This is an optimization exercise on Yosys and OpenROAD, whose aim is small area, not a production implementation. The RTL was checked by simulation tests, not by an equivalence proof against the original design. Power and IR drop assume default switching activity.

## job 103
==> flow/design.v <==
module my_fifo #(
                   parameter DATA_W           = 128      ,         
                   parameter DEPTH            = 5      ,         
                   parameter UPP_TH           = 4      ,         
                   parameter LOW_TH           = 2                
                )
                (
                   input                   clk         ,         
                   input                   rstn        ,         
                   input                   i_wren      ,         
                   input  [DATA_W - 1 : 0] i_wrdata    ,         
                   output                  o_alm_full  ,         
                   output                  o_full      ,         
                   input                   i_rden      ,         
                   output [DATA_W - 1 : 0] o_rddata    ,         
                   output                  o_alm_empty ,         
                   output                  o_empty               
                );
localparam SLOTS = DEPTH - 1;
logic [DATA_W - 1 : 0] head_rg        ;         
logic [DATA_W - 1 : 0] slot_rg [SLOTS];         
logic [1:0] wrptr_rg, rdptr_rg;                
logic [SLOTS-1:0] wr_oh_s, rd_oh_s;
assign wr_oh_s = {wrptr_rg[1] & wrptr_rg[0], wrptr_rg[1] & !wrptr_rg[0],
                  !wrptr_rg[1] & wrptr_rg[0], !(wrptr_rg[1] | wrptr_rg[0])};
assign rd_oh_s = {rdptr_rg[1] & rdptr_rg[0], rdptr_rg[1] & !rdptr_rg[0],
                  !rdptr_rg[1] & rdptr_rg[0], !(rdptr_rg[1] | rdptr_rg[0])};
logic wren_s, rden_s, full_s, empty_s, one_s, many_s;
logic empty_rg, full_rg;
logic ptr_eq_s, ptr_near_s;
assign ptr_eq_s   = (wrptr_rg == rdptr_rg);                    
assign ptr_near_s = ({wrptr_rg[0], !wrptr_rg[1]} == rdptr_rg);  
assign full_s  = full_rg;
assign empty_s = empty_rg;
assign one_s   = !empty_rg & ptr_eq_s & !full_rg;
assign many_s  = !ptr_eq_s | full_rg;
assign wren_s  = i_wren & !full_s;
assign rden_s  = i_rden & !empty_s;
logic              head_wr_s, head_hold_s;
logic [SLOTS-1:0]  head_slot_s;
assign head_wr_s   = empty_s | (one_s & i_rden);
assign head_hold_s = !empty_s & !i_rden;
assign head_slot_s = {SLOTS{many_s & i_rden}} & rd_oh_s;
logic [SLOTS-1:0] slot_en_s;
assign slot_en_s = wr_oh_s & {SLOTS{!full_s}};
logic [DATA_W - 1 : 0] head_nx_s, head_a_n, head_b_n;
my_fifo_sel3n #(.W(DATA_W)) u_head_sel_a (
   .s ({head_slot_s[0], head_wr_s, head_hold_s}),
   .d0 (head_rg), .d1 (i_wrdata), .d2 (slot_rg[0]), .o_n (head_a_n)
);
my_fifo_sel3n #(.W(DATA_W)) u_head_sel_b (
   .s (head_slot_s[3:1]),
   .d0 (slot_rg[1]), .d1 (slot_rg[2]), .d2 (slot_rg[3]), .o_n (head_b_n)
);
assign head_nx_s = ~(head_a_n & head_b_n);
always @ (posedge clk) head_rg <= head_nx_s;
always @ (posedge clk) begin
   for (int i = 0; i < SLOTS; i++)
      if (slot_en_s[i]) slot_rg[i] <= i_wrdata;
end
assign o_rddata = head_rg;
logic slot_wr_s, slot_rd_s;
assign slot_wr_s = wren_s & (many_s | (one_s & !i_rden));
assign slot_rd_s = i_rden & many_s;
always @ (posedge clk) begin
   if (!rstn) begin
      wrptr_rg <= 0;
      rdptr_rg <= 0;
      empty_rg <= 1;
      full_rg  <= 0;
   end
   else begin
      if (slot_wr_s) wrptr_rg <= {wrptr_rg[0], !wrptr_rg[1]};
      if (slot_rd_s) rdptr_rg <= {rdptr_rg[0], !rdptr_rg[1]};
      empty_rg <= empty_rg ? !i_wren : (one_s & i_rden & !i_wren);
      full_rg  <= full_rg  ? !i_rden : (!empty_rg & ptr_near_s & i_wren & !i_rden);
   end
end
assign o_full      = full_s;
assign o_empty     = empty_s;
assign o_alm_full  = full_s;
assign o_alm_empty = empty_s | one_s;
endmodule
module my_fifo_sel3n #(parameter W = 1) (
   input  [2:0]     s,
   input  [W - 1:0] d0, d1, d2,
   output [W - 1:0] o_n
);
assign o_n = ~(({W{s[0]}} & d0) | ({W{s[1]}} & d1) | ({W{s[2]}} & d2));
endmodule
==> flow/config.mk <==
export PLATFORM = sky130hd
export DESIGN_NAME = my_fifo
export DESIGN_NICKNAME = my_fifo
export VERILOG_FILES = /design/flow/design.v
export SDC_FILE = /design/flow/constraint.sdc
export NUM_CORES = 4
export LEC_CHECK = 0
export CAP_MARGIN = 20
export CORE_MARGIN = 2
export CORE_UTILIZATION = 75
export PLACE_DENSITY = 0.9
export SLEW_MARGIN = 20
export SYNTH_HIERARCHICAL = 1
==> flow/constraint.sdc <==
create_clock -name core_clock -period 5.0 [get_ports {clk}]
set_input_delay 1.0000 -clock core_clock [delete_from_list [all_inputs] [get_ports {clk}]]
set_output_delay 1.0000 -clock core_clock [all_outputs]
set_load 0.01 [all_outputs]
standard.sh (not shown) runs the stock make flow with config.mk's settings and CLKGATE_MAP_FILE= SYNTH_SCRIPT=/design/flow/synth_recipe.tcl, a recipe that flattens the netlist after the stock synthesis.
==> flow/flow/run.sh <==
#!/bin/bash
# Standard ORFS layout with two changes that only save cell area:
#  - port buffers use the smallest buffer (buf_1) instead of the flow's default pick;
#  - CTS uses clkbuf_4 in clusters of up to 11 registers and no dummy loads.
set -euo pipefail
cd "$(dirname "$0")/.."
export BUFFER_PORTS_ARGS="-buffer_cell sky130_fd_sc_hd__buf_1"
export CTS_ARGS="-sink_clustering_enable -repair_clock_nets -dont_use_dummy_load -sink_clustering_size 11 -sink_clustering_max_diameter 60 -buf_list sky130_fd_sc_hd__clkbuf_4"
bash standard.sh finish > standard_flow.log 2>&1
Edits applied to the flow inputs when going from job 103 to job 102:
--- a/flow/design.v
+++ b/flow/design.v
@@ -27,12 +27,9 @@
                   !rdptr_rg[1] & rdptr_rg[0], !(rdptr_rg[1] | rdptr_rg[0])};
 logic wren_s, rden_s, full_s, empty_s, one_s, many_s;
-logic empty_rg, full_rg;
-logic ptr_eq_s, ptr_near_s;
-assign ptr_eq_s   = (wrptr_rg == rdptr_rg);                    
-assign ptr_near_s = ({wrptr_rg[0], !wrptr_rg[1]} == rdptr_rg);  
-assign full_s  = full_rg;
-assign empty_s = empty_rg;
-assign one_s   = !empty_rg & ptr_eq_s & !full_rg;
-assign many_s  = !ptr_eq_s | full_rg;
+logic [DEPTH:1] cnt_th_rg;                      
+assign full_s  = cnt_th_rg[DEPTH];
+assign empty_s = !cnt_th_rg[1];
+assign one_s   = cnt_th_rg[1] & !cnt_th_rg[2];
+assign many_s  = !empty_s && !one_s;            
 assign wren_s  = i_wren & !full_s;
 assign rden_s  = i_rden & !empty_s;
@@ -65,14 +62,13 @@
 always @ (posedge clk) begin
    if (!rstn) begin
-      wrptr_rg <= 0;
-      rdptr_rg <= 0;
-      empty_rg <= 1;
-      full_rg  <= 0;
+      wrptr_rg  <= 0;
+      rdptr_rg  <= 0;
+      cnt_th_rg <= 0;
    end
    else begin
       if (slot_wr_s) wrptr_rg <= {wrptr_rg[0], !wrptr_rg[1]};
       if (slot_rd_s) rdptr_rg <= {rdptr_rg[0], !rdptr_rg[1]};
-      empty_rg <= empty_rg ? !i_wren : (one_s & i_rden & !i_wren);
-      full_rg  <= full_rg  ? !i_rden : (!empty_rg & ptr_near_s & i_wren & !i_rden);
+      if (wren_s && !rden_s)      cnt_th_rg <= {cnt_th_rg[DEPTH-1:1], 1'b1};
+      else if (!wren_s && rden_s) cnt_th_rg <= {1'b0, cnt_th_rg[DEPTH:2]};
    end
 end
- Between job 102 and job 103, the share of final layout cell area taken by clock buffers and inverters figures differ only marginally.
- | global-route met1 utilization | lower: job 103 |
- Area overhead of the layout relative to synthesis up 0.23 points in job 102 wrt job 103
- In job 102 relative to job 103, first-pass GRT wire length had gone up by a few percent.
- In the reports for job 103 and job 102, the smaller power belongs to job 102.
- The sequential power number comes out higher for job 103 vs job 102.
- Number of DRC markers after the initial detailed-route iteration: job 102 < job 103
- Per the comparison of job 102 with job 103, met3 wire length went down 270 um, final cell count without fillers barely changed, number of vias after detailed routing went up about 0.4%, cell area after layout did not really move.

afterwards: timing with drivers on the ports:
In the flow no input, the clock included, has a driving cell. The finished layouts below were timed again as built, in two steps. Step 1: set_driving_cell puts a clkbuf_16 on clk and a buf_2 on each other input, an assumption about the parent block. Step 2 times the ports against the registers' clock, not the clock port: input delays grow and output delays shrink by t, the midpoint of the rising clock arrivals with the driver on. Three values: ideal ports, drivers, drivers and shift; two values: the first two.
| run | t, ns | setup WS [ns] | slew at the worst register clock pin (ns) | worst slew at a driven data input, ns |
|---|---|---|---|---|
| job 103 | 0.720 | 1.921 / 1.872 / 1.764 | 0.12 / 0.12 | 0.08 |
| job 102 | 0.714 | 2.348 / 2.348 / 1.812 | 0.12 / 0.12 | 0.09 |
After both steps setup and hold are still met in every run listed. The setup slack of job 102, which loses most, moves by 0.000 ns with the drivers and by -0.536 ns with both steps.
